Source: an optimization exercise on an open RTL-to-GDS flow (aim: small area, a short achievable clock period and few clock cycles). Production flows keep margins and buffers that such runs may drop.
Where RTL was checked, it was by simulation tests only, not by an equivalence proof against the original.
For runs 4 and 5, only the layout was checked, not whether the RTL still works.

File: design.v
module DCT(
	input                     clk,
	input                     rst_n,
	input                     in_valid,
	input  signed       [7:0] in_data,
	output logic              out_valid,
	output logic signed [9:0] out_data
);
function [35:0] csa;
	input [17:0] a, b, c;
	reg [17:0] s, k;
	begin
		s = a ^ b ^ c;
		k = (a & b) | (a & c) | (b & c);
		csa = {k[16:0], 1'b0, s};
	end
endfunction
function [17:0] padd;
	input [17:0] a, b;
	input        cin;
	reg [17:0] p, g, gg, pp, c;
	integer d, i;
	begin
		p = a ^ b;
		g = a & b;
		g[0] = g[0] | (p[0] & cin);
		gg = g;
		pp = p;
		for (d = 1; d < 18; d = d * 2)
			for (i = 17; i >= d; i = i - 1) begin
				gg[i] = gg[i] | (pp[i] & gg[i-d]);
				pp[i] = pp[i] & pp[i-d];
			end
		c = {gg[16:0], cin};
		padd = p ^ c;
	end
endfunction
function [17:0] padds;
	input [17:0] a, b;
	input        cin;
	reg [17:0] p, g, gg, pp, c;
	integer l, i, m;
	begin
		p = a ^ b;
		g = a & b;
		g[0] = g[0] | (p[0] & cin);
		gg = g;
		pp = p;
		for (l = 0; l < 5; l = l + 1)
			for (i = 0; i < 18; i = i + 1)
				if ((i >> l) & 1) begin
					m = ((i >> l) << l) - 1;
					gg[i] = gg[i] | (pp[i] & gg[m]);
					pp[i] = pp[i] & pp[m];
				end
		c = {gg[16:0], cin};
		padds = p ^ c;
	end
endfunction
function [35:0] paddc;
	input [17:0] a, b;
	reg [17:0] p, g, gg, pp, c0, c1;
	integer d, i;
	begin
		p = a ^ b;
		g = a & b;
		gg = g;
		pp = p;
		for (d = 1; d < 18; d = d * 2)
			for (i = 17; i >= d; i = i - 1) begin
				gg[i] = gg[i] | (pp[i] & gg[i-d]);
				pp[i] = pp[i] & pp[i-d];
			end
		c0 = {gg[16:0], 1'b0};
		c1 = {gg[16:0] | pp[16:0], 1'b1};
		paddc = {p ^ c1, p ^ c0};
	end
endfunction
logic [5:0] cnt;
always_ff @(posedge clk or negedge rst_n) begin
	if (!rst_n)
		cnt <= 6'd0;
	else if (cnt == 6'd0)
		cnt <= in_valid ? 6'd1 : 6'd0;
	else if (cnt == 6'd33)
		cnt <= 6'd0;
	else
		cnt <= cnt + 6'd1;
end
always_ff @(posedge clk or negedge rst_n) begin
	if (!rst_n)
		out_valid <= 1'b0;
	else
		out_valid <= (cnt >= 6'd18) && (cnt <= 6'd33);
end
logic       s_q1, r0sel, r0inp, r0inf, rot, m2_ld, bank_ld, m_rot;
logic [1:0] osel;      
always_ff @(posedge clk) begin
	s_q1    <= (cnt >= 6'd14) && (cnt <= 6'd17);         
	r0inp   <= (cnt >= 6'd19) && (cnt <= 6'd22);         
	r0inf   <= (cnt >= 6'd20) && (cnt <= 6'd23);         
	r0sel   <= ((cnt >= 6'd12) && (cnt <= 6'd15)) || ((cnt >= 6'd20) && (cnt <= 6'd23));
	rot     <= (cnt >= 6'd15) && (cnt <= 6'd25);
	m2_ld   <= (cnt == 6'd15) || (cnt == 6'd19) || (cnt == 6'd23) || (cnt == 6'd27);
	bank_ld <= (cnt == 6'd16) || (cnt == 6'd20) || (cnt == 6'd24) || (cnt == 6'd28);
	m_rot   <= (cnt == 6'd18) || (cnt == 6'd22) || (cnt == 6'd26) || (cnt == 6'd30);
	osel    <= cnt[1:0] + 2'd3;
end
logic signed [7:0] sr [0:15];
integer j;
always_ff @(posedge clk) begin
	sr[0] <= rot ? sr[15] : in_data;
	for (j = 1; j < 16; j = j + 1)
		sr[j] <= sr[j-1];
end
logic [17:0] r0a, r0b, r0c, r0d, r0s1, r0c1, r0pn, r0u, r0s;
assign r0a = {10'd0, ~sr[3][7], sr[3][6:0]};
assign r0b = {10'd0, ~sr[7][7], sr[7][6:0]};
assign r0c = {10'd0, ~sr[11][7] ^ r0inp, sr[11][6:0] ^ {7{r0inp}}};
assign {r0c1, r0s1} = csa(r0a, r0b, r0c);
assign r0pn = padds(r0s1, r0c1, r0inp);
logic [9:0] r0p;
always_ff @(posedge clk)
	r0p <= r0pn[9:0];
assign r0d = {10'd0, ~sr[0][7] ^ r0inf, sr[0][6:0] ^ {7{r0inf}}};
assign r0u = padds({8'd0, r0p}, r0d, r0inf);
assign r0s = {8'd0, ~r0u[9], r0u[8:0]};
logic [7:0] ta, tb, tc, td;
logic [7:0] qa, qb;
assign ta = sr[2];
assign tb = sr[6];
assign tc = sr[10];
assign td = sr[14];
assign qa = s_q1 ? tc : tb;
assign qb = s_q1 ? tb : tc;
logic [17:0] p1w, q1w;
assign p1w = padds({{10{td[7]}}, td}, ~{{10{ta[7]}}, ta}, 1'b1);
assign q1w = padds({{10{qa[7]}}, qa}, ~{{10{qb[7]}}, qb}, 1'b1);
logic [8:0] tp, tqv;
always_ff @(posedge clk) begin
	tp    <= p1w[8:0];
	tqv   <= q1w[8:0];
end
logic [17:0] xp, xq, xt1, xt2, xt3, xt4, xt5, xt6;
logic [17:0] xs1, xc1, xs2, xc2, xs3, xc3, xs, xc;
assign xp  = {9'd0, ~tp[8], tp[7:0]};
assign xq  = {9'd0, ~tqv[8], tqv[7:0]};
assign xt1 = xp << 6;
assign xt2 = xq << 5;
assign xt3 = xp << 4;
assign xt4 = xp << 1;
assign xt5 = xp;
assign xt6 = xq << 1;
assign {xc1, xs1} = csa(xt1, xt2, xt3);
assign {xc2, xs2} = csa(xt4, xt5, xt6);
assign {xc3, xs3} = csa(xs1, xc1, xs2);
assign {xc,  xs}  = csa(xs3, xc3, xc2);
logic [15:0] ts, tc2;
always_ff @(posedge clk) begin
	ts     <= xs[15:0];
	tc2    <= xc[15:0];
end
logic [17:0] tk, tsa, tca, tx;
assign tk  = 18'h08B00;
assign {tca, tsa} = csa({2'd0, ts}, {2'd0, tc2}, tk);
assign tx  = padds(tsa, tca, 1'b0);
logic [8:0]  yn;
logic        cn;
logic [8:0]  tq [1:3];
logic [17:0] ynext;
assign ynext = padds({9'd0, yn}, 18'd0, cn);
always_ff @(posedge clk) begin
	if (r0sel) begin
		yn <= r0s[9:1];
		cn <= r0s[9] & r0s[0];
	end else begin
		yn <= tx[15:7];
		cn <= tx[15] & (tx[6:0] != 7'd0);
	end
	tq[1] <= ynext[8:0];
	tq[2] <= tq[1];
	tq[3] <= tq[2];
end
logic [17:0] t0u, t1u, ynu, ynnu;
assign t0u  = {9'd0, ~tq[3][8], tq[3][7:0]};
assign t1u  = {9'd0, ~tq[1][8], tq[1][7:0]};
assign ynu  = {9'd0, ~yn[8], yn[7:0]};
assign ynnu = {9'd0, yn[8], ~yn[7:0]};    
logic [17:0] e1u, o1u, o0u;
logic [9:0]  e1n, o1n, o0n;
assign e1u = padds(t1u, ynu, cn);
assign o1u = padds(t1u, ynnu, ~cn);
assign o0u = padds(t0u, ynnu, ~cn);
assign e1n = {~e1u[9], e1u[8:0]};
assign o1n = {~o1u[9], o1u[8:0]};
assign o0n = {~o0u[9], o0u[8:0]};
logic [9:0] e1r;
always_ff @(posedge clk)
	e1r <= e1n;
logic [17:0] e1p, e1m, as0, ac0, as2, ac2, s0u, s2u;
logic [10:0] s0, s2;
assign e1p = {8'd0, ~e1r[9], e1r[8:0]};
assign e1m = {8'd0, e1r[9], ~e1r[8:0]};
assign {ac0, as0} = csa(t0u, ynu, e1p);
assign {ac2, as2} = csa(t0u, ynu, e1m);
assign s0u = padd(as0, {ac0[17:1], cn}, 1'b0);
assign s2u = padd(as2, {ac2[17:1], cn}, 1'b1);
assign s0 = {~s0u[10], s0u[9:0]};
assign s2 = {~s2u[10], s2u[9:0]};
logic [9:0]  y0r, y2r, m1, m2;
logic        y0f, y2f;
logic [17:0] m2n;
assign m2n = padds({8'd0, ~m2}, 18'd0, 1'b1);
always_ff @(posedge clk) begin
	y0r  <= s0[10:1];
	y0f  <= s0[10] & s0[0];
	if (bank_ld) begin
		y2r <= s2[10:1];
		y2f <= s2[10] & s2[0];
	end
	if (bank_ld)
		m1 <= o0n[9:0];
	else if (m_rot)
		m1 <= m2n[9:0];
	if (m2_ld)
		m2 <= o1n[9:0];
	else if (m_rot)
		m2 <= m1;
end
logic [17:0] zm1, zm2;
logic [17:0] zs1, zc1, zs2, zc2, zs3, zc3, zs, zc, zlo;
logic [6:0]  zor;
assign zm1 = {8'd0, ~m1[9], m1[8:0]};
assign zm2 = {8'd0, ~m2[9], m2[8:0]};
assign {zc1, zs1} = csa(zm1 << 6, zm1 << 4, zm1 << 1);
assign {zc2, zs2} = csa(zm1, zm2 << 5, zm2 << 1);
assign {zc3, zs3} = csa(zs1, zc1, zs2);
assign {zc,  zs}  = csa(zs3, zc3, zc2);
assign zlo = padds({11'd0, zs[6:0]}, {11'd0, zc[6:0]}, 1'b0);
assign zor = {zs[5:0] | zc[5:0], 1'b0};
logic [9:0] zsh, zch;
logic       zc7;
logic       znz;
always_ff @(posedge clk) begin
	zsh <= zs[16:7];
	zch <= zc[16:7];
	zc7 <= zlo[7];
	znz <= ((zs[6:0] ^ zc[6:0]) != zor);
end
logic [17:0] uk, us, uc;
logic [35:0] uu;
assign uk = {8'd0, 10'h22C | {9'd0, zc7}};
assign {uc, us} = csa({8'd0, zsh}, {8'd0, zch}, uk);
assign uu = paddc(us, uc);
logic [17:0] yi;
logic [9:0]  obase;
logic        zsel;
assign yi    = padds({8'd0, osel[1] ? y2r : y0r}, 18'd0, osel[1] ? y2f : y0f);
assign obase = osel[0] ? uu[9:0] : yi[9:0];
assign zsel  = osel[0] & znz & uu[9];
always_ff @(posedge clk)
	out_data <= zsel ? uu[27:18] : obase;
endmodule
File: flow/run.sh
#!/bin/bash
# Layout: the standard flow (standard.sh, all steps), except that the
# buffers ORFS puts on the input and output ports are buf_2 cells
# (buffer_ports -buffer_cell), and timing repair aims for 7.4 ns of setup slack.
# make's full output goes to flow.log here; each step's own log is under orfs/logs/.
set -euo pipefail
export BUFFER_PORTS_ARGS="-buffer_cell sky130_fd_sc_hd__buf_2"
export SETUP_SLACK_MARGIN=7.4
bash standard.sh > flow.log 2>&1
File: standard.sh
#!/bin/bash
# synth_recipe.tcl (not shown) runs the flow's synth.tcl, then flattens the netlist and writes it again
# the make line also repeats each setting of config.mk as NAME=value (left out here)
make -C /OpenROAD-flow-scripts/flow DESIGN_CONFIG=/design/flow/config.mk WORK_HOME=/design/flow/orfs CLKGATE_MAP_FILE= SYNTH_SCRIPT=/design/flow/synth_recipe.tcl "${@:-finish}"
File: config.mk
export PLATFORM = sky130hd
export DESIGN_NAME = DCT
export DESIGN_NICKNAME = DCT
export VERILOG_FILES = /design/flow/design.v
export SDC_FILE = /design/flow/constraint.sdc
export NUM_CORES = 4
export LEC_CHECK = 0
export CAP_MARGIN = 20
export CORE_MARGIN = 2
export CORE_UTILIZATION = 60
export CTS_CLUSTER_DIAMETER = 100
export CTS_CLUSTER_SIZE = 30
export SLEW_MARGIN = 20
File: constraint.sdc
create_clock -name core_clock -period 10.5 [get_ports {clk}]
set_input_delay 2.1000 -clock core_clock [delete_from_list [all_inputs] [get_ports {clk}]]
set_output_delay 2.1000 -clock core_clock [all_outputs]
set_load 0.01 [all_outputs]
==> metrics.md, run 1 <==
| Metric | Value |
|---|---|
| Status | no timing/DRC/antenna violations |
| Buffers on Ports | 21 |
| WS Path Type | flip-flop to output port |
| Vias per cell | 4.91 |
| CP Capture Type | output port |
| Count leader, synth | dfxtp_1 |
| Compound-Gate Fraction of Synth Area | 0.0618 |
| Synth Area in Adders | 0.288 |
| DRC viols | 0 |
| Max incr delay on CP | 0.37 ns |
| Final setup TNS | 0 ns |
| Syn Area/Cell | 11.7 um2 |
| Clock Skews | 0.0187 ns |
| Clock tree buffer depth | 3 |
| Fill cell count | 1991 |
| FFs w/ async S/R, synth | 0.0217 |
| GPL Wtd Cong | 0.796 |
| Row count | 58 |
| WP data arrival | 0.99 ns |
| Final HPWL DP | 20.6 mm |
| Warnings from Yosys | 3 |
| Seq/Total Area, Yosys | 0.443 |
| Req. time, crit path | 8.40 ns |
| Initial antenna violation count | 0 |
| Core area | 25100 um2 |
| R2R setup slack | 7.53 ns |
| RSZ-0062 raised after global routing | true |
| Final hold vios | 0 |
| HP Class | flip-flop to flip-flop |
| Vert. Die Dim | 164 um |
| Final setup vio count | 0 |
| Critical register-to-register path startpoint | yn[0] |
| Die area | 26800 um2 |
| Placed insts | 1643 |
| Relative slew slack | 0.512 |
| Final worst setup slack | 7.41 ns |
| Mapped cell area | 15300 um2 |
| Synth Area in XOR/XNOR | 0.0606 |
| Post-DP Area | 15700 um2 |
| Most area-consuming cells after synthesis | dfxtp_1, fa_1, ha_1 |
| Via count | 8247 |
| WHS Endpoint | sr[10][7] |
| Post-synth EDFFs | 31 |
| Hold_sp | sr[9][7] |
| Antenna-violating nets left | 0 |
| Vias in the first global route | 8623 |
| Synthesized instance count | 1313 |
| Final Max Tran Viols | 0 |
| Share of cells above drive strength 1 | 0.0898 |
| Die X | 164 um |
| Synth cell count leaders | dfxtp_1, inv_1, ha_1 |
| Finished layout cell area | 16400 um2 |
| Multi-input gate area | 7590 um2 |
| CTS Root Cell | clkbuf_16 |
| Top cell type's share of synthesized area | 0.371 |
| Worst Hold Path Cells | 0 |
| Nature of the critical path startpoint | flip-flop |
| Max-Cap Viols | 0 |
| R2R cell count | 11 |
| N_diodes | 0 |
| TritonCTS clock tree | yes |
| Yosys top cell by area | dfxtp_1 |
| Crit-path cells | buf_2 |
| H-tree levels | 1 |
| First-pass GRT wire length | 42.6 mm |
| WP depth | 1 |
| Final worst path period share | 0.295 |
| Area growth from synthesis to layout | 6.89% |
| Multiplexer area fraction after synthesis | 0.0369 |
| Top FF cell, synth | dfxtp_1 |
| Final #Nets | 1635 |
| DR WL/cell | 15.1 um |
| Bufs and invs on worst path | 1 |
| Pin slew with the least headroom to its limit | 0.731 ns |
| Non-filler instance count after layout | 1678 |
| Largest net degree at the start of global routing | 32 |
| Netlist cell types | 58 |
| Largest family of logic cells by synthesized area | adder cells |
| Clk Latency, worst-skew pair | 0.50 ns |
| CP delay by family, top | flip-flops |
| Syn Nets | 1605 |
| Initial DRT Pass Iterations | 4 |
| Maximum clock frequency | 323 MHz |
| Final wirelength | 25.3 mm |
| CP max stage cell | dfrtp_1 |
| FF-to-FF End | m1[8] |
| Tmin final | 3.09 ns |
| Clk sinks | 322 |
| CTS Buf Count | 14 |
| DP Worst Slack | 7.07 ns |
| Num ports | 22 |
| DRT iter0 DRCs | 255 |
| CP max FO | 1 |
| Total GRT Usage | 0.203 |
| Sequential Area | 6820 um2 |
| Initial core utilization | 0.610 |
| Gr ovfl total | 0 |
| Worst-path clk slew | 0.11 ns |
| Yosys reg bits | 322 |
| Simple-gate share of the synthesized area | 0.0431 |
==> worst register-to-register path: stages, from the launching register on <==
cell and delay (ns):
dfxtp_4 0.38, buf_4 0.14, fa_1 0.43, fa_1 0.37, inv_1 0.10, a21o_1 0.11
a21o_1 0.14, a21o_1 0.15, a31o_2 0.18, a21oi_1 0.08, fa_1 0.55, a21oi_1 0.08
==> cell usage in the layout (no fill, tap or decap), types with 15 or more instances in the layout <==
cell type	instances
a21oi_1	46
o21ai_0	23
xnor2_1	68
nor2_1	51
xor2_1	38
a21o_1	27
mux2i_1	27
clkbuf_16	15
ha_1	164
nand2_1	19
fa_1	113
buf_2	18
edfxtp_1	31
dfxtp_1	272
mux2_2	24
inv_1	246
==> stage by stage <==
stage | util | hold slack, ns
after floorplan | - | 0.310
after global placement | 0.627 | 0.310
after detailed placement | 0.627 | 0.312
after CTS | 0.645 | 0.325
after global routing | 0.652 | 0.327
final | 0.652 | 0.321
==> state kept, by name, indices dropped and copies added, names as in the netlist, 13 cells and up <==
signal	cells
sr	128
tq	27
ts	16
tc2	13
==> how the worst max path moves through the flow <==
stage                end  slack [ns]      start
6_report       out_valid        7.41  out_valid
5_1_grt        out_valid        7.36  out_valid
4_1_cts        out_valid        7.38  out_valid
3_5_place_dp         y0f        7.07      yn[1]
3_3_place_gp      r0p[8]        7.10      r0inp
2_1_floorplan     r0p[8]        7.42      r0inp
==> layer usage <==
layer | part of all wire | up-vias | track usage
met4 | 0.026 | 0 | 0.0522
met2 | 0.53 | 52 | 0.384
li1 | - | 4227 | -
met3 | 0.018 | 30 | 0.0194
met1 | 0.43 | 3938 | 0.246
met5 | 0 | - | 0
==> kinds of logic after synthesis <==
kind of cell,count (synthesis)
multiplexers,53
flip-flops,322
adder cells (fa/ha/maj),283
AO/OA/AOI/OAI,146
AND/OR/NAND/NOR,135
XOR/XNOR,106
buffers and inverters,268
==> layout make-up <==
type / instances / share of cell area
tap: 330 / 0.0252
clock inverter: 1 / 0.000535
inverter: 247 / 0.0566
sequential: 322 / 0.416
clock buffer: 20 / 0.0241
timing repair buffer: 35 / 0.0140
multi-input combinational: 723 / 0.463
==> what timing repair did <==
action | in CTS | in global routing
setup buffers | 1 | 13
hold buffers | 0 | 0
pin swaps | 1 | 10
gates resized for setup | 17 | 21
setup endpoints to repair | 26 | 18
Testbench counts, summed over its fixed seeds: cycles 8,704.
==> run 2, diff against run 1 <==
--- a/config.mk
+++ b/config.mk
@@ -8,5 +8,5 @@
 export CAP_MARGIN = 20
 export CORE_MARGIN = 2
-export CORE_UTILIZATION = 60
+export CORE_UTILIZATION = 75
 export CTS_CLUSTER_DIAMETER = 100
 export CTS_CLUSTER_SIZE = 30
==> run 2 against run 1 <==
  * Register-to-register slack lost 0.13 ns
  * Sequential share of layout area grew 0.33 points
  * Clock skew grew 0.0017 ns
  * Cell count shrank 3.8%
  * Highest routed layer unchanged
  * Core utilization grew 15 points
  * Critical endpoint unchanged
  * Wire length grew 5.2%
  * Still clean
  * Sequential cell count is the same
  * Area after synthesis is the same
==> metrics.md, run 2 <==
| Metric | Value |
|---|---|
| Clock Skews | 0.0203 ns (+0.00165 ns) |
| Gr ovfl total | 0 (unchanged) |
| RSZ-0062 raised after global routing | true |
| Status | no timing/DRC/antenna violations |
| Hold_buf cts | 0 (unchanged) |
| Tmin final | 3.11 ns (+0.0139 ns) |
| R2R cell count | 13 (+2) |
| Netlist cell types | 58 (unchanged) |
| Final setup vio count | 0 (unchanged) |
| N_diodes | 0 (unchanged) |
| Worst Hold Path Cells | 0 (unchanged) |
| Post-synth EDFFs | 31 (unchanged) |
| Largest Register | sr |
| Fill cell count | 1206 (-39%) |
| M1 WL | 10.6 mm (-1.8%) |
| Leading cell type in the layout, fill and taps excluded | dfxtp_1 |
| Largest register FFs | 128 (unchanged) |
| DRC viols | 0 (unchanged) |
| Crit-path cells | buf_2 |
| Hold slack final | 0.333 ns (+0.0122 ns) |
| Worst-path clk slew | 0.11 ns (about the same) |
| Synthesized instance count | 1313 (unchanged) |
| Antenna-violating nets left | 0 (unchanged) |
| Nature of the critical path startpoint | flip-flop |
| Biggest regs | sr: 128 flops, tq: 27 flops, ts: 16 flops |
| Final wirelength | 26.6 mm (+5.2%) |
| WP data arrival | 1.01 ns (+0.02 ns) |
| Final worst path period share | 0.296 (+0.00133) |
| DRT iter0 DRCs | 314 (+23%) |
| Final Max Tran Viols | 0 (unchanged) |
| Vert. Die Dim | 147 um (-10%) |
| Total GRT Usage | 0.255 (+0.0525) |
| DR WL/cell | 16.5 um (+9.4%) |
| Final HPWL DP | 20.9 mm (+1.3%) |
| Seq/Total Area, Yosys | 0.443 (unchanged) |
| Via count | 8584 (+4.1%) |
| CP delay by family, top | flip-flops |
| H-tree levels | 1 (unchanged) |
| Die area | 21600 um2 (-20%) |
| Num ports | 22 (unchanged) |
| Row count | 52 (-10%) |
| Bufs and invs on worst path | 1 (unchanged) |
| Top cell type's share of synthesized area | 0.371 (unchanged) |
| Max incr delay on CP | 0.37 ns (about the same) |
| Final #Nets | 1631 (-0.24%) |
| Critical register-to-register path startpoint | r0inp |
| Vias per cell | 5.32 (+8.2%) |
| Commonest non-fill, non-tap cells in the layout | dfxtp_1, inv_1, ha_1, fa_1, xnor2_1 |
| GPL Wtd Cong | 0.838 (+5.4%) |
| Maximum clock frequency | 322 MHz (-0.45%) |
| Relative slew slack | 0.488 (-0.0237) |
| Hold_sp | sr[13][2] |
| Yosys reg bits | 322 (unchanged) |
| CP max FO | 1 (unchanged) |
| Top FF cell, synth | dfxtp_1 |
| Initial core utilization | 0.760 (+0.149) |
| FF-to-FF End | r0p[8] |
| Clk Latency, worst-skew pair | 0.50 ns (about the same) |
| HP Class | flip-flop to flip-flop |
| Max Used Layer | met4 |
| Mapped cell area | 15300 um2 (unchanged) |
| Buffers on Ports | 21 (unchanged) |
| Met3 wire len | 568 um (+23%) |
| Initial antenna violation count | 0 (unchanged) |
| Die X | 147 um (-10%) |
| Final setup TNS | 0 ns (unchanged) |
| Post-DP Area | 15700 um2 (-0.49%) |
| First-pass GRT wire length | 43.5 mm (+2.2%) |
| Most area-consuming cells after synthesis | dfxtp_1, fa_1, ha_1 |
| CP Capture Type | output port |
| Clock tree buffer depth | 3 (unchanged) |
| Finished layout cell area | 16200 um2 (-0.80%) |
| CP max stage cell | dfrtp_1 |
| Req. time, crit path | 8.40 ns (about the same) |
| Core area | 20200 um2 (-20%) |
| Pin slew with the least headroom to its limit | 0.767 ns (+0.0355 ns) |
| Count leader, synth | dfxtp_1 |
| Syn Nets | 1605 (unchanged) |
| Max-Cap Viols | 0 (unchanged) |
| R2R setup slack | 7.40 ns (-0.13 ns) |
| Warnings from Yosys | 3 (unchanged) |
| Syn Area/Cell | 11.7 um2 (unchanged) |
| Clk sinks | 322 (unchanged) |
| Yosys top cell by area | dfxtp_1 |
| Placed insts | 1583 (-3.7%) |
| Largest net degree at the start of global routing | 32 (unchanged) |
| Routed length on met2 | 14.6 mm (+9.1%) |
| Synth cell count leaders | dfxtp_1, inv_1, ha_1 |
| TritonCTS clock tree | yes |
| CTS Root Cell | clkbuf_16 |
| CTS Buf Count | 14 (unchanged) |
| Non-filler instance count after layout | 1614 (-3.8%) |
| Vias in the first global route | 9140 (+6.0%) |
| WHS Endpoint | sr[14][2] |
| WS Path Type | flip-flop to output port |
| Share of cells above drive strength 1 | 0.0856 (-0.00420) |
| Initial DRT Pass Iterations | 4 (unchanged) |
| FFs w/ async S/R, synth | 0.0217 (unchanged) |
| Final hold vios | 0 (unchanged) |
| Area growth from synthesis to layout | 6.04% |
-- run 2: cell counts after synthesis --
No cell type changed its count.
-- run 2: logic make-up (layout without fill, tap and decap cells) --
family / count (synthesis) / count (layout) / synth area share
buffers and inverters: 268 / 298 / 0.0666
AO/OA/AOI/OAI: 146 / 146 / 0.0618
AND/OR/NAND/NOR: 135 / 135 / 0.0431
adder cells (fa/ha/maj): 283 / 283 / 0.288
XOR/XNOR: 106 / 106 / 0.0606
flip-flops: 322 / 322 / 0.443
multiplexers: 53 / 54 / 0.0369
-- run 2: how the worst max path moves through the flow --
stage                   start        end  slack (ns)  cells past startpoint
finish              out_valid  out_valid        7.39                      1
global route            r0inp     r0p[8]        7.31                     13
CTS                     r0inp     r0p[8]        7.29                     13
detailed placement      r0inp     r0p[8]        7.04                     13
global placement        r0inp     r0p[8]        7.12                     13
floorplan               r0inp     r0p[8]        7.42                     14
-- run 2: repair_timing --
action,in CTS,in global routing
setup endpoints to repair,27,16
cloned,0,1
setup buffers,1,8
gates resized for setup,15,19
pin swaps,1,9
-- run 2: stage by stage --
step	worst slack (ns)	utilization
floorplan	7.42	-
detailed placement	7.04	0.777
CTS	7.29	0.799
global route	7.31	0.805
global placement	7.12	0.777
finish	7.39	0.805
-- run 2: final cells by class --
type | instances | area (um2) | area share
Timing Repair Buffer | 30 | 179 | 0.0110
Clock buffer | 20 | 394 | 0.0243
Multi-Input combinational cell | 724 | 7580 | 0.467
Inverter | 247 | 927 | 0.0571
Clock inverter | 1 | 8.76 | 0.000539
Tap cell | 270 | 338 | 0.0208
Sequential cell | 322 | 6820 | 0.420
-- run 2: routing by layer --
metal	track usage	vias to the layer above
met4	0.0846	0
li1	-	4223
met1	0.286	4218
met3	0.0276	45
met5	0	-
met2	0.503	98
==> run 3, diff against run 2 <==
--- a/config.mk
+++ b/config.mk
@@ -8,6 +8,7 @@
 export CAP_MARGIN = 20
 export CORE_MARGIN = 2
-export CORE_UTILIZATION = 75
-export CTS_CLUSTER_DIAMETER = 100
-export CTS_CLUSTER_SIZE = 30
+export CORE_UTILIZATION = 60
+export CTS_BUF_LIST = sky130_fd_sc_hd__clkbuf_8 sky130_fd_sc_hd__clkbuf_16
+export CTS_CLUSTER_DIAMETER = 80
+export CTS_CLUSTER_SIZE = 25
 export SLEW_MARGIN = 20
==> run 3 against run 2 <==
  * Register-to-register slack better by 0.13 ns
  * Synthesized cell count did not move
  * Cell count up 4.3%
==> metrics.md, run 3 <==
| Metric | Value |
|---|---|
| Status | no timing/DRC/antenna violations |
| Final Max Tran Viols | 0 (unchanged) |
| Vert. Die Dim | 164 um (+11%) |
| H-tree levels | 1 (unchanged) |
| Post-synth EDFFs | 31 (unchanged) |
| Largest Register | sr |
| Tmin final | 3.11 ns (+0.00232 ns) |
| Leading cell type in the layout, fill and taps excluded | dfxtp_1 |
| Non-filler instance count after layout | 1684 (+4.3%) |
| Synth cell count leaders | dfxtp_1, inv_1, ha_1 |
| Die area | 26800 um2 (+24%) |
| Netlist cell types | 58 (unchanged) |
| Crit-path cells | buf_2 |
| Clock tree buffer depth | 3 (unchanged) |
| Worst-path clk slew | 0.09 ns (-0.02 ns) |
| TritonCTS clock tree | yes |
| Core area | 25100 um2 (+24%) |
| DR WL/cell | 15.2 um (-7.9%) |
| Placed insts | 1643 (+3.8%) |
| Num ports | 22 (unchanged) |
| Yosys reg bits | 322 (unchanged) |
| Warnings from Yosys | 3 (unchanged) |
| Die X | 164 um (+11%) |
| Initial antenna violation count | 0 (unchanged) |
| Antenna-violating nets left | 0 (unchanged) |
| Relative slew slack | 0.498 (+0.00962) |
| Syn Nets | 1605 (unchanged) |
| Syn Area/Cell | 11.7 um2 (unchanged) |
| Final worst path period share | 0.296 (about the same) |
| Biggest regs | sr: 128 flops, tq: 27 flops, ts: 16 flops |
| Largest net degree at the start of global routing | 30 (-6.3%) |
| RSZ-0062 raised after global routing | true |
| Area growth from synthesis to layout | 7.91% |
| Via count | 8287 (-3.5%) |
| Most area-consuming cells after synthesis | dfxtp_1, fa_1, ha_1 |
| Core Util, Final | 0.658 (-0.147) |
| DRC viols | 0 (unchanged) |
| CP delay by family, top | flip-flops |
| GPL Wtd Cong | 0.796 (-5.1%) |
| Max-Cap Viols | 0 (unchanged) |
| Clk sinks | 322 (unchanged) |
| Yosys top cell by area | dfxtp_1 |
| Nature of the critical path startpoint | flip-flop |
| Seq/Total Area, Yosys | 0.443 (unchanged) |
| Fill cell count | 1974 (+64%) |
| Vias in the first global route | 8663 (-5.2%) |
| Commonest non-fill, non-tap cells in the layout | dfxtp_1, inv_1, ha_1, fa_1, xnor2_1 |
| Final wirelength | 25.6 mm (-3.9%) |
| HP Class | flip-flop to flip-flop |
| Row count | 58 (+12%) |
| Pin slew with the least headroom to its limit | 0.752 ns (-0.0144 ns) |
| CP max FO | 1 (unchanged) |
| Req. time, crit path | 8.40 ns (about the same) |
| Top cell type's share of synthesized area | 0.371 (unchanged) |
| Top FF cell, synth | dfxtp_1 |
| Final #Nets | 1639 (+0.49%) |
| CTS Buf Count | 18 (+4) |
| Max incr delay on CP | 0.37 ns (about the same) |
| Final setup vio count | 0 (unchanged) |
| First-pass GRT wire length | 42.8 mm (-1.6%) |
| Sequential Area | 6820 um2 (about the same) |
| N_diodes | 0 (unchanged) |
| Vias per cell | 4.92 (-7.5%) |
| Multi-input gate area | 7590 um2 (about the same) |
| Clk Latency, worst-skew pair | 0.52 ns (+0.02 ns) |
| FFs w/ async S/R, synth | 0.0217 (unchanged) |
| Largest register FFs | 128 (unchanged) |
| Total GRT Usage | 0.204 (-0.0508) |
| Gr ovfl total | 0 (unchanged) |
| Mapped cell area | 15300 um2 (unchanged) |
| Clock Skews | 0.0211 ns (+0.000762 ns) |
| Buffers on Ports | 21 (unchanged) |
| Synthesized instance count | 1313 (unchanged) |
| Final setup TNS | 0 ns (unchanged) |
| WP data arrival | 1.01 ns (about the same) |
| DRT iter0 DRCs | 338 (+7.6%) |
| Maximum clock frequency | 321 MHz (about the same) |
| Hold_buf cts | 0 (unchanged) |
| Share of cells above drive strength 1 | 0.0975 (+0.0119) |
| Final HPWL DP | 20.6 mm (-1.2%) |
| CTS Root Cell | clkbuf_16 |
| Final hold vios | 0 (unchanged) |
| Initial core utilization | 0.610 (-0.149) |
| Count leader, synth | dfxtp_1 |
| WS Path Type | flip-flop to output port |
| CP Capture Type | output port |
| CP max stage cell | dfrtp_1 |
| Initial DRT Pass Iterations | 4 (unchanged) |
| Bufs and invs on worst path | 1 (unchanged) |
-- run 3: cell counts after synthesis --
Identical to the previous run, type by type.
-- run 3: cell families after synthesis --
group,count (synthesis),synth area share
adders and majority gates,283,0.288
DFF,322,0.443
and+or+nand+nor,135,0.0431
AOI/OAI and AO/OA,146,0.0618
muxes,53,0.0369
buffers and inverters,268,0.0666
xor gates and xnor gates,106,0.0606
-- run 3: path summary, 6_finish.rpt --
check	from	endpoint	slack, ns	depth (start not counted)
worst max register to register	m1[5]	znz	7.53	9
worst max-delay path	out_valid	out_valid	7.39	1
max in group asynchronous	rst_n	cnt[1]	8.93	1
worst min register to register	sr[1][2]	sr[2][2]	0.32	0
worst min-delay path	sr[1][2]	sr[2][2]	0.32	0
min in group asynchronous	rst_n	out_valid	1.40	1
-- run 3: repair_timing --
action,in CTS,in global routing
buffers inserted,2,12
pin swaps,1,8
setup endpoints to repair,26,18
gates cloned,0,0
resized for setup,14,26
-- run 3: final cells by class --
class,count,share of cell area
Tap cell,330,0.0250
Sequential cell,322,0.413
Inverter,247,0.0563
Multi-Input combinational cell,723,0.459
Clock buffer,20,0.0296
Clock inverter,7,0.00424
Timing Repair Buffer,35,0.0135
-- run 3: metal layers --
metal,routed length (um),up-vias,GRT usage
li1,-,4237,-
met1,10900,3953,0.246
met2,13500,66,0.387
met3,443,31,0.0215
met4,752,0,0.0538
met5,0,-,0
-- run 3: per-stage QoR --
stage          setup slack (ns)  hold slack [ns]  area, um2
2_1_floorplan              7.42            0.310      15300
3_3_place_gp               7.10            0.310      15700
3_5_place_dp               7.07            0.312      15700
4_1_cts                    7.33            0.311      16400
5_1_grt                    7.35            0.327      16500
6_report                   7.39            0.320      16500
==> run 4, diff against run 3 <==
--- a/design.v
+++ b/design.v
@@ -94,8 +94,9 @@
 		out_valid <= (cnt >= 6'd18) && (cnt <= 6'd33);
 end
-logic       s_q1, r0sel, r0inp, r0inf, rot, m2_ld, bank_ld, m_rot;
+logic       neg1, t0_ld, r0sel, r0inp, r0inf, rot, m2_ld, bank_ld, m_rot;
 logic [1:0] osel;      
 always_ff @(posedge clk) begin
-	s_q1    <= (cnt >= 6'd14) && (cnt <= 6'd17);         
+	neg1    <= (cnt >= 6'd22) && (cnt <= 6'd25);         
+	t0_ld   <= (cnt == 6'd15) || (cnt == 6'd19) || (cnt == 6'd23) || (cnt == 6'd27);
 	r0inp   <= (cnt >= 6'd19) && (cnt <= 6'd22);         
 	r0inf   <= (cnt >= 6'd20) && (cnt <= 6'd23);         
@@ -127,23 +128,23 @@
 assign r0s = {8'd0, ~r0u[9], r0u[8:0]};
 logic [7:0] ta, tb, tc, td;
-logic [7:0] qa, qb;
 assign ta = sr[2];
 assign tb = sr[6];
 assign tc = sr[10];
 assign td = sr[14];
-assign qa = s_q1 ? tc : tb;
-assign qb = s_q1 ? tb : tc;
 logic [17:0] p1w, q1w;
 assign p1w = padds({{10{td[7]}}, td}, ~{{10{ta[7]}}, ta}, 1'b1);
-assign q1w = padds({{10{qa[7]}}, qa}, ~{{10{qb[7]}}, qb}, 1'b1);
+assign q1w = padds({{10{tc[7]}}, tc}, ~{{10{tb[7]}}, tb}, 1'b1);
 logic [8:0] tp, tqv;
+logic       negq, negk;
 always_ff @(posedge clk) begin
 	tp    <= p1w[8:0];
 	tqv   <= q1w[8:0];
+	negq  <= neg1;
+	negk  <= negq;
 end
 logic [17:0] xp, xq, xt1, xt2, xt3, xt4, xt5, xt6;
 logic [17:0] xs1, xc1, xs2, xc2, xs3, xc3, xs, xc;
 assign xp  = {9'd0, ~tp[8], tp[7:0]};
-assign xq  = {9'd0, ~tqv[8], tqv[7:0]};
+assign xq  = {9'd0, ~tqv[8] ^ negq, tqv[7:0] ^ {8{negq}}};
 assign xt1 = xp << 6;
 assign xt2 = xq << 5;
@@ -154,6 +155,6 @@
 assign {xc1, xs1} = csa(xt1, xt2, xt3);
 assign {xc2, xs2} = csa(xt4, xt5, xt6);
-assign {xc3, xs3} = csa(xs1, xc1, xs2);
-assign {xc,  xs}  = csa(xs3, xc3, xc2);
+assign {xc3, xs3} = csa(xs1, xs2, xc2);
+assign {xc,  xs}  = csa(xc1, xs3, xc3);
 logic [15:0] ts, tc2;
 always_ff @(posedge clk) begin
@@ -162,10 +163,10 @@
 end
 logic [17:0] tk, tsa, tca, tx;
-assign tk  = 18'h08B00;
+assign tk  = negk ? 18'h08B22 : 18'h08B00;
 assign {tca, tsa} = csa({2'd0, ts}, {2'd0, tc2}, tk);
 assign tx  = padds(tsa, tca, 1'b0);
 logic [8:0]  yn;
 logic        cn;
-logic [8:0]  tq [1:3];
+logic [8:0]  tq [1:2];
 logic [17:0] ynext;
 assign ynext = padds({9'd0, yn}, 18'd0, cn);
@@ -180,8 +181,7 @@
 	tq[1] <= ynext[8:0];
 	tq[2] <= tq[1];
-	tq[3] <= tq[2];
 end
 logic [17:0] t0u, t1u, ynu, ynnu;
-assign t0u  = {9'd0, ~tq[3][8], tq[3][7:0]};
+assign t0u  = {9'd0, ~m1[8], m1[7:0]};
 assign t1u  = {9'd0, ~tq[1][8], tq[1][7:0]};
 assign ynu  = {9'd0, ~yn[8], yn[7:0]};
@@ -219,5 +219,7 @@
 		y2f <= s2[10] & s2[0];
 	end
-	if (bank_ld)
+	if (t0_ld)
+		m1 <= {tq[2][8], tq[2]};
+	else if (bank_ld)
 		m1 <= o0n[9:0];
 	else if (m_rot)
@@ -233,8 +235,8 @@
 assign zm1 = {8'd0, ~m1[9], m1[8:0]};
 assign zm2 = {8'd0, ~m2[9], m2[8:0]};
-assign {zc1, zs1} = csa(zm1 << 6, zm1 << 4, zm1 << 1);
-assign {zc2, zs2} = csa(zm1, zm2 << 5, zm2 << 1);
-assign {zc3, zs3} = csa(zs1, zc1, zs2);
-assign {zc,  zs}  = csa(zs3, zc3, zc2);
+assign {zc1, zs1} = csa(zm1 << 6, zm1 << 4, zm2 << 5);
+assign {zc2, zs2} = csa(zm1 << 1, zm1, zm2 << 1);
+assign {zc3, zs3} = csa(zs1, zs2, zc2);
+assign {zc,  zs}  = csa(zc1, zs3, zc3);
 assign zlo = padds({11'd0, zs[6:0]}, {11'd0, zc[6:0]}, 1'b0);
 assign zor = {zs[5:0] | zc[5:0], 1'b0};
--- a/config.mk
+++ b/config.mk
@@ -9,6 +9,5 @@
 export CORE_MARGIN = 2
 export CORE_UTILIZATION = 60
-export CTS_BUF_LIST = sky130_fd_sc_hd__clkbuf_8 sky130_fd_sc_hd__clkbuf_16
-export CTS_CLUSTER_DIAMETER = 80
-export CTS_CLUSTER_SIZE = 25
+export CTS_CLUSTER_DIAMETER = 100
+export CTS_CLUSTER_SIZE = 30
 export SLEW_MARGIN = 20
==> run 4 against run 3 <==
  * Clock skew is 0.0034 ns lower
  * Global-route usage increased by 1.1 points
  * Non-clock buffer count is 1 higher
  * Clock-buffer cell count did not move
  * Design area down 0.86%
==> metrics.md, run 4 <==
| Metric | Value |
|---|---|
| Status | no timing/DRC/antenna violations |
| Clk sinks | 313 (-2.8%) |
| Critical register-to-register path startpoint | cn |
| Final Max Tran Viols | 0 (unchanged) |
| Clk Latency, worst-skew pair | 0.50 ns (-0.02 ns) |
| Die X | 164 um (about the same) |
| Max-Cap Viols | 0 (unchanged) |
| Synth cell count leaders | dfxtp_1, inv_1, ha_1 |
| TritonCTS clock tree | yes |
| Area growth from synthesis to layout | 6.81% |
| Hold_sp | sr[9][4] |
| Synthesized instance count | 1370 (+4.3%) |
| Relative slew slack | 0.531 (+0.0329) |
| CTS Buf Count | 14 (-4) |
| Hold_buf cts | 0 (unchanged) |
| DRT iter0 DRCs | 390 (+15%) |
| Max incr delay on CP | 0.37 ns (about the same) |
| Final worst path period share | 0.295 (-0.00123) |
| Seq/Total Area, Yosys | 0.431 (-0.0125) |
| R2R setup slack | 7.53 ns (about the same) |
| DP Worst Slack | 7.03 ns (-0.0384 ns) |
| Largest register FFs | 128 (unchanged) |
| Worst-path clk slew | 0.11 ns (+0.02 ns) |
| Leading cell type in the layout, fill and taps excluded | dfxtp_1 |
| Initial antenna violation count | 0 (unchanged) |
| HP Class | flip-flop to flip-flop |
| Final wirelength | 27.5 mm (+7.4%) |
| Share of cells above drive strength 1 | 0.0762 (-0.0213) |
| CP max FO | 1 (unchanged) |
| WS Path Type | flip-flop to output port |
| Syn Area/Cell | 11.2 um2 (-4.0%) |
| Req. time, crit path | 8.40 ns (about the same) |
| N_diodes | 0 (unchanged) |
| Maximum clock frequency | 323 MHz (+0.42%) |
| Via count | 8835 (+6.6%) |
| Largest net degree at the start of global routing | 35 (+17%) |
| GPL Wtd Cong | 0.879 (+10%) |
| Final hold vios | 0 (unchanged) |
| Fill cell count | 2059 (+4.3%) |
| Yosys top cell by area | dfxtp_1 |
| CTS Root Cell | clkbuf_16 |
| Most area-consuming cells after synthesis | dfxtp_1, fa_1, ha_1 |
| Row count | 58 (unchanged) |
| WP data arrival | 1.00 ns (about the same) |
| Top cell type's share of synthesized area | 0.359 (-0.0124) |
| CP Capture Type | output port |
| CP delay by family, top | flip-flops |
| Vias in the first global route | 9063 (+4.6%) |
| Bufs and invs on worst path | 1 (unchanged) |
| Top FF cell, synth | dfxtp_1 |
| Final #Nets | 1683 (+2.7%) |
| Worst Hold Path Cells | 0 (unchanged) |
| R2R cell count | 12 (+3) |
| Final setup TNS | 0 ns (unchanged) |
| Clock Skews | 0.0177 ns (-0.00343 ns) |
| Biggest regs | sr: 128 flops, tq: 18 flops, ts: 15 flops |
| Syn Nets | 1653 (+3.0%) |
| DRC viols | 0 (unchanged) |
| RSZ-0062 raised after global routing | true |
| Num ports | 22 (unchanged) |
| Initial DRT Pass Iterations | 5 (+1) |
| Pin slew with the least headroom to its limit | 0.703 ns (-0.0493 ns) |
| Initial core utilization | 0.609 (-0.000715) |
| Final HPWL DP | 22.0 mm (+6.6%) |
| Commonest non-fill, non-tap cells in the layout | dfxtp_1, inv_1, ha_1, fa_1, xnor2_1 |
| FF-to-FF End | m2[8] |
| Crit-path cells | buf_2 |
| Yosys reg bits | 313 (-2.8%) |
| Core area | 25200 um2 (+0.29%) |
| FFs w/ async S/R, synth | 0.0224 (+0.000625) |
| Placed insts | 1701 (+3.5%) |
| Antenna-violating nets left | 0 (unchanged) |
| Non-filler instance count after layout | 1735 (+3.0%) |
| Vert. Die Dim | 164 um (about the same) |
| WHS Endpoint | sr[10][4] |
| Total GRT Usage | 0.215 (+0.0108) |
| Gr ovfl total | 0 (unchanged) |
| DR WL/cell | 15.8 um (+4.2%) |
| First-pass GRT wire length | 45.0 mm (+5.2%) |
| Netlist cell types | 70 (+21%) |
| Die area | 26900 um2 (+0.17%) |
| CP max stage cell | dfrtp_1 |
| Clock tree buffer depth | 3 (unchanged) |
| Vias per cell | 5.09 (+3.5%) |
| Largest Register | sr |
| Warnings from Yosys | 3 (unchanged) |
| Nature of the critical path startpoint | flip-flop |
| Count leader, synth | dfxtp_1 |
| Tmin final | 3.10 ns (-0.0129 ns) |
| Mapped cell area | 15300 um2 (+0.17%) |
| Post-synth EDFFs | 31 (unchanged) |
| Buffers on Ports | 21 (unchanged) |
| H-tree levels | 1 (unchanged) |
| Final worst setup slack | 7.40 ns (+0.0129 ns) |
| Final setup vio count | 0 (unchanged) |
==> run 4: changes by cell type after synthesis, sizes merged, moves of 8 or more <==
cell	before	now
nand2	19	51
mux2i	28	12
inv	247	260
ha	165	154
xnor2	68	58
dfxtp	284	275
nor2	51	42
a21o	29	21
o211ai	2	10
==> run 4: cells by family after synthesis <==
group	Yosys count	synth area share
DFF	313	0.431
buffers and inverters	283	0.0695
adders and majority gates	272	0.279
and+or+nand+nor	199	0.0659
AOI/OAI and AO/OA	178	0.0791
xor gates and xnor gates	95	0.0542
muxes	30	0.0210
==> run 4: routing by layer <==
metal,wire length (um),GRT usage
met5,0,0
met4,678,0.0574
met3,628,0.0215
met2,14600,0.410
met1,11500,0.258
==> run 4: worst max path at each step <==
stage	start	to	slack, ns	cells after the start
detailed placement	r0inp	r0p[8]	7.03	12
floorplan	r0inp	r0p[8]	7.41	13
CTS	r0inp	r0p[8]	7.38	12
finish	out_valid	out_valid	7.40	1
global route	yn[0]	m2[8]	7.31	12
global placement	r0inp	r0p[8]	7.07	12
==> run 4: final cells by class <==
type,instances,area (um2),area share
tap,330,413,0.0252
inverter,261,983,0.0600
clock buffer,20,425,0.0260
sequential,313,6630,0.404
timing repair buffer,36,224,0.0137
multi-input combinational,774,7700,0.470
clock inverter,1,16.3,0.000992
==> run 4: metrics by stage <==
stage | util | hold WS (ns) | area [um2]
2_1_floorplan | - | 0.310 | 15400
3_3_place_gp | 0.627 | 0.309 | 15800
3_5_place_dp | 0.627 | 0.312 | 15800
4_1_cts | 0.646 | 0.321 | 16300
5_1_grt | 0.651 | 0.330 | 16400
6_report | 0.651 | 0.325 | 16400
==> run 4: what timing repair did <==
item	4_1_cts	5_1_grt
endpoints found under the setup margin	10	20
pin swaps	0	5
buffers inserted	4	9
resized for setup	5	20
==> run 5, diff against run 4 <==
==> design.v (replaced) <==
module DCT(
	input                     clk,
	input                     rst_n,
	input                     in_valid,
	input  signed       [7:0] in_data,
	output logic              out_valid,
	output logic signed [9:0] out_data
);
function signed [9:0] half;
	input signed [10:0] s;
	reg signed [10:0] t;
	begin
		t = s + {10'd0, s[10] & s[0]};
		half = t[10:1];
	end
endfunction
function signed [9:0] odd;
	input signed [10:0] p;
	input signed [10:0] q;
	reg signed [17:0] pp, qq, x, t;
	begin
		pp = p;
		qq = q;
		x = pp * 18'sd83 + qq * 18'sd34;
		t = x + (x[17] ? 18'sd127 : 18'sd0);
		odd = t[16:7];
	end
endfunction
logic [5:0] cnt;
logic [7:0] sr [0:15];
logic signed [8:0] tq [0:2];
logic signed [8:0] bank [0:3];
logic [1:0] trow, ycol;
logic       rot, bank_ld;
always_ff @(posedge clk or negedge rst_n) begin
	if (!rst_n)
		cnt <= 6'd0;
	else if (cnt == 6'd0)
		cnt <= in_valid ? 6'd1 : 6'd0;
	else if (cnt == 6'd32)
		cnt <= 6'd0;
	else
		cnt <= cnt + 6'd1;
end
always_ff @(posedge clk or negedge rst_n) begin
	if (!rst_n)
		out_valid <= 1'b0;
	else
		out_valid <= (cnt >= 6'd17) && (cnt <= 6'd32);
end
logic [5:0] cm12;
assign cm12 = cnt - 6'd12;
always_ff @(posedge clk) begin
	trow    <= cm12[3:2];
	ycol    <= cnt[1:0];
	rot     <= (cnt >= 6'd15) && (cnt <= 6'd27);
	bank_ld <= (cnt == 6'd15) || (cnt == 6'd19) || (cnt == 6'd23) || (cnt == 6'd27);
end
integer j;
always_ff @(posedge clk) begin
	sr[0] <= rot ? sr[15] : in_data;
	for (j = 1; j < 16; j = j + 1)
		sr[j] <= sr[j-1];
end
logic signed [10:0] ta, tb, tc, td, te, tf, tu, tv;
logic signed [9:0] tnew;
assign ta = $signed(sr[0]);
assign tb = $signed(sr[4]);
assign tc = $signed(sr[8]);
assign td = $signed(sr[12]);
assign te = ta + td;
assign tf = tb + tc;
assign tu = ta - tb;
assign tv = td - tc;
always_comb begin
	case (trow)
		2'd0: tnew = half(tf + te);
		2'd1: tnew = odd(tu, tv);
		2'd2: tnew = half(tf - te);
		default: tnew = odd(tu, -tv);
	endcase
end
always_ff @(posedge clk) begin
	tq[0] <= tnew[8:0];
	tq[1] <= tq[0];
	tq[2] <= tq[1];
	if (bank_ld) begin
		bank[0] <= tq[2];
		bank[1] <= tq[1];
		bank[2] <= tq[0];
		bank[3] <= tnew[8:0];
	end
end
logic signed [10:0] e0, e1, o0, o1;
logic signed [9:0] ynew;
assign e0 = bank[0] + bank[3];
assign e1 = bank[1] + bank[2];
assign o0 = bank[0] - bank[3];
assign o1 = bank[1] - bank[2];
always_comb begin
	case (ycol)
		2'd0: ynew = half(e0 + e1);
		2'd1: ynew = odd(o0, o1);
		2'd2: ynew = half(e0 - e1);
		default: ynew = odd(-o1, o0);
	endcase
end
always_ff @(posedge clk)
	out_data <= ynew;
endmodule
==> run.sh (new file) <==
#!/bin/bash
# synth_recipe.tcl (not shown) runs the flow's synth.tcl, then flattens the netlist and writes it again
# the make line also repeats each setting of config.mk as NAME=value (left out here)
make -C /OpenROAD-flow-scripts/flow DESIGN_CONFIG=/design/flow/config.mk WORK_HOME=/design/flow/orfs CLKGATE_MAP_FILE= SYNTH_SCRIPT=/design/flow/synth_recipe.tcl finish
--- a/config.mk
+++ b/config.mk
@@ -8,6 +8,4 @@
 export CAP_MARGIN = 20
 export CORE_MARGIN = 2
-export CORE_UTILIZATION = 60
-export CTS_CLUSTER_DIAMETER = 100
-export CTS_CLUSTER_SIZE = 30
+export CORE_UTILIZATION = 40
 export SLEW_MARGIN = 20
removed: flow/run.sh
removed: standard.sh
==> run 5 against run 4 <==
  * Hold slack got worse by 0.0045 ns
  * Sequential share of layout area fell by 19 points
  * Global-route usage fell by 4.2 points
  * Synthesized cell count rose by 61%
  * Via count rose by 66%
  * Critical endpoint is now out_data[6]
  * Largest cell class unchanged
  * Highest routed layer unchanged
==> metrics.md, run 5 <==
| Metric | Value |
|---|---|
| Status | no timing/DRC/antenna violations |
| CP max FO | 7 (+6) |
| Initial antenna violation count | 0 (unchanged) |
| Fill cell count | 4948 (+140%) |
| Total GRT Usage | 0.173 (-0.0420) |
| Maximum clock frequency | 104 MHz (-68%) |
| Synth cell count leaders | ha_1, inv_1, dfxtp_1, xnor2_1, nor2_1 |
| Clock Skews | 0.0186 ns (+0.000985 ns) |
| TritonCTS clock tree | yes |
| WP data arrival | 10.01 ns (+9.01 ns) |
| Die area | 52400 um2 (+95%) |
| Die X | 229 um (+40%) |
| DRT iter0 DRCs | 690 (+77%) |
| CP Capture Type | flip-flop |
| DRC viols | 0 (unchanged) |
| Initial core utilization | 0.404 (-0.205) |
| Pin slew with the least headroom to its limit | 0.948 ns (+0.245 ns) |
| Vias in the first global route | 14700 (+62%) |
| Final hold vios | 0 (unchanged) |
| Largest net degree at the start of global routing | 37 (+5.7%) |
| Area growth from synthesis to layout | 8.14% |
| Multi-input gate area | 14200 um2 (+84%) |
| CTS Root Cell | clkbuf_16 |
| RSZ-0062 raised after global routing | false |
| Clock tree buffer depth | 3 (unchanged) |
| Syn Area/Cell | 9.19 um2 (-18%) |
| FFs w/ async S/R, synth | 0.0327 (+0.0103) |
| Clk sinks | 214 (-32%) |
| Gr ovfl total | 0 (unchanged) |
| Warnings from Yosys | 4 (+1) |
| Largest register FFs | 128 (unchanged) |
| Hold_buf cts | 0 (unchanged) |
| Finished layout cell area | 21900 um2 (+34%) |
| Non-filler instance count after layout | 2914 (+68%) |
| CTS Buf Count | 21 (+7) |
| WS Path Type | flip-flop to flip-flop |
| Final setup TNS | 0 ns (unchanged) |
| Top FF cell, synth | dfxtp_1 |
| Syn Nets | 2687 (+63%) |
| Vert. Die Dim | 229 um (+40%) |
| Yosys reg bits | 214 (-32%) |
| Req. time, crit path | 10.90 ns (+2.50 ns) |
| Post-DP Area | 21200 um2 (+34%) |
| Num ports | 22 (unchanged) |
| H-tree levels | 1 (unchanged) |
| Clk Latency, worst-skew pair | 0.52 ns (+0.02 ns) |
| Initial DRT Pass Iterations | 5 (unchanged) |
| Vias per cell | 5.04 (-1.1%) |
| Final Max Tran Viols | 0 (unchanged) |
| Seq/Total Area, Yosys | 0.231 (-0.200) |
| Via count | 14700 (+66%) |
| CP most frequent cell | ha_1 |
| Largest Register | sr |
| CP max stage cell | fa_1 |
| CP delay by family, top | adder cells |
| Placed insts | 2876 (+69%) |
| HP Class | flip-flop to flip-flop |
| DR WL/cell | 15.7 um (-0.75%) |
| N_diodes | 0 (unchanged) |
| Relative slew slack | 0.366 (-0.165) |
| Share of cells above drive strength 1 | 0.0379 (-0.0382) |
| Final setup vio count | 0 (unchanged) |
| Final wirelength | 45.8 mm (+67%) |
| Max-Cap Viols | 0 (unchanged) |
| Final HPWL DP | 38.9 mm (+77%) |
| Bufs and invs on worst path | 6 (+5) |
| Max incr delay on CP | 0.48 ns (+0.11 ns) |
| Final worst path period share | 0.915 (+0.620) |
| Most area-consuming cells after synthesis | ha_1, dfxtp_1, fa_1 |
| Tmin final | 9.61 ns (+6.51 ns) |
| Leading cell type in the layout, fill and taps excluded | ha_1 |
| First-pass GRT wire length | 74.0 mm (+64%) |
| Synthesized instance count | 2202 (+61%) |
| Count leader, synth | ha_1 |
| Commonest non-fill, non-tap cells in the layout | ha_1, inv_1, dfxtp_1, xnor2_1, nor2_1 |
| Buffers on Ports | 21 (unchanged) |
| Top cell type's share of synthesized area | 0.234 (-0.125) |
| Final #Nets | 2712 (+61%) |
| Nature of the critical path startpoint | flip-flop |
| Yosys top cell by area | ha_1 |
| Post-synth EDFFs | 36 (+16%) |
| Netlist cell types | 88 (+26%) |
| Mapped cell area | 20200 um2 (+32%) |
| Antenna-violating nets left | 0 (unchanged) |
| Biggest regs | sr: 128 flops, bank: 36 flops, tq: 27 flops |
| Core area | 50100 um2 (+99%) |
| Row count | 82 (+41%) |
| Worst-path clk slew | 0.07 ns (-0.04 ns) |
| Core Util, Final | 0.437 (-0.214) |
| GPL Wtd Cong | 0.891 (+1.3%) |
| Sequential Area | 4680 um2 (-29%) |
## run 5: cell count changes in the layout (fill, tap and decap cells not counted), moves of 33 or more
cell / delta
dfxtp_1: -96
ha_1: +225
o21ai_0: +56
a21oi_1: +96
xnor2_1: +113
inv_1: +72
nor2_1: +112
o21bai_1: +35
xor2_1: +33
a21o_1: +39
## run 5: logic make-up after synthesis
| family | share of synthesized area |
|---|---|
| buffers and inverters | 0.0672 |
| multiplexers | 0.00927 |
| AND/OR/NAND/NOR | 0.108 |
| XOR/XNOR | 0.107 |
| AO/OA/AOI/OAI | 0.149 |
| adder cells (fa/ha/maj) | 0.329 |
| flip-flops | 0.231 |
## run 5: per-stage QoR
| stage | setup slack [ns] | hold slack [ns] |
|---|---|---|
| after floorplan | 1.66 | 0.310 |
| after global placement | 0.942 | 0.310 |
| after detailed placement | 0.757 | 0.312 |
| after CTS | 0.694 | 0.322 |
| after global routing | 0.167 | 0.329 |
| final | 0.893 | 0.320 |
## run 5: repair_timing
item                       in CTS  in global routing
gates resized for setup         0                  1
setup endpoints to repair       0                  2
buffers inserted                0                  0
## run 5: final timing paths
check                           start           to  slack (ns)  depth (start not counted)
setup / recovery           bank[0][0]  out_data[6]        0.89                         41
setup reg to reg           bank[0][0]  out_data[6]        0.89                         41
hold reg to reg             sr[11][2]    sr[12][2]        0.32                          0
max in group asynchronous       rst_n       cnt[5]        8.41                          1
hold / removal              sr[11][2]    sr[12][2]        0.32                          0
min in group asynchronous       rst_n    out_valid        1.85                          1
## run 5: routing by layer
layer	wire [um]	GRT usage	vias to the layer above
met1	20000	0.208	6881
li1	-	-	7540
met3	1320	0.0219	73
met2	22600	0.315	184
met5	0	0	-
met4	1770	0.0625	0
## run 5: area by class of cell
cell class | instances | share of cell area
Timing Repair Buffer | 27 | 0.0117
Multi-Input combinational cell | 1632 | 0.649
Clock inverter | 8 | 0.00331
Sequential cell | 214 | 0.214
Inverter | 331 | 0.0568
Clock buffer | 30 | 0.0270
Tap cell | 672 | 0.0384

static timing again, ports no longer ideal:
The flow's constraints put no driver on any port. The routed layouts listed below were extracted and timed again, unchanged, in two steps.
Step 1 assumes that a clkbuf_16 drives the clock port and a buf_2 every other input.
Step 2 adds t to the input delays and takes it off the output delays; t is the mean of the earliest and latest rising clock arrival at the registers after step 1. Input paths then give back, and output paths get back, about the clock's delay inside the block.
a / b / c = no drivers / after step 1 / after step 2; a / b = the first two.
run	t, ns	setup slack, ns	latest minus earliest clock arrival (ns)
run 1	0.538	7.406 / 7.357 / 7.532	0.019 / 0.019
run 2	0.540	7.392 / 7.345 / 7.396	0.025 / 0.025
run 3	0.554	7.389 / 7.341 / 7.529	0.021 / 0.022
run 4	0.540	7.402 / 7.354 / 7.530	0.019 / 0.019
run 5	0.562	0.893 / 0.893 / 0.893	0.021 / 0.021
After both steps every run listed still meets setup and hold.
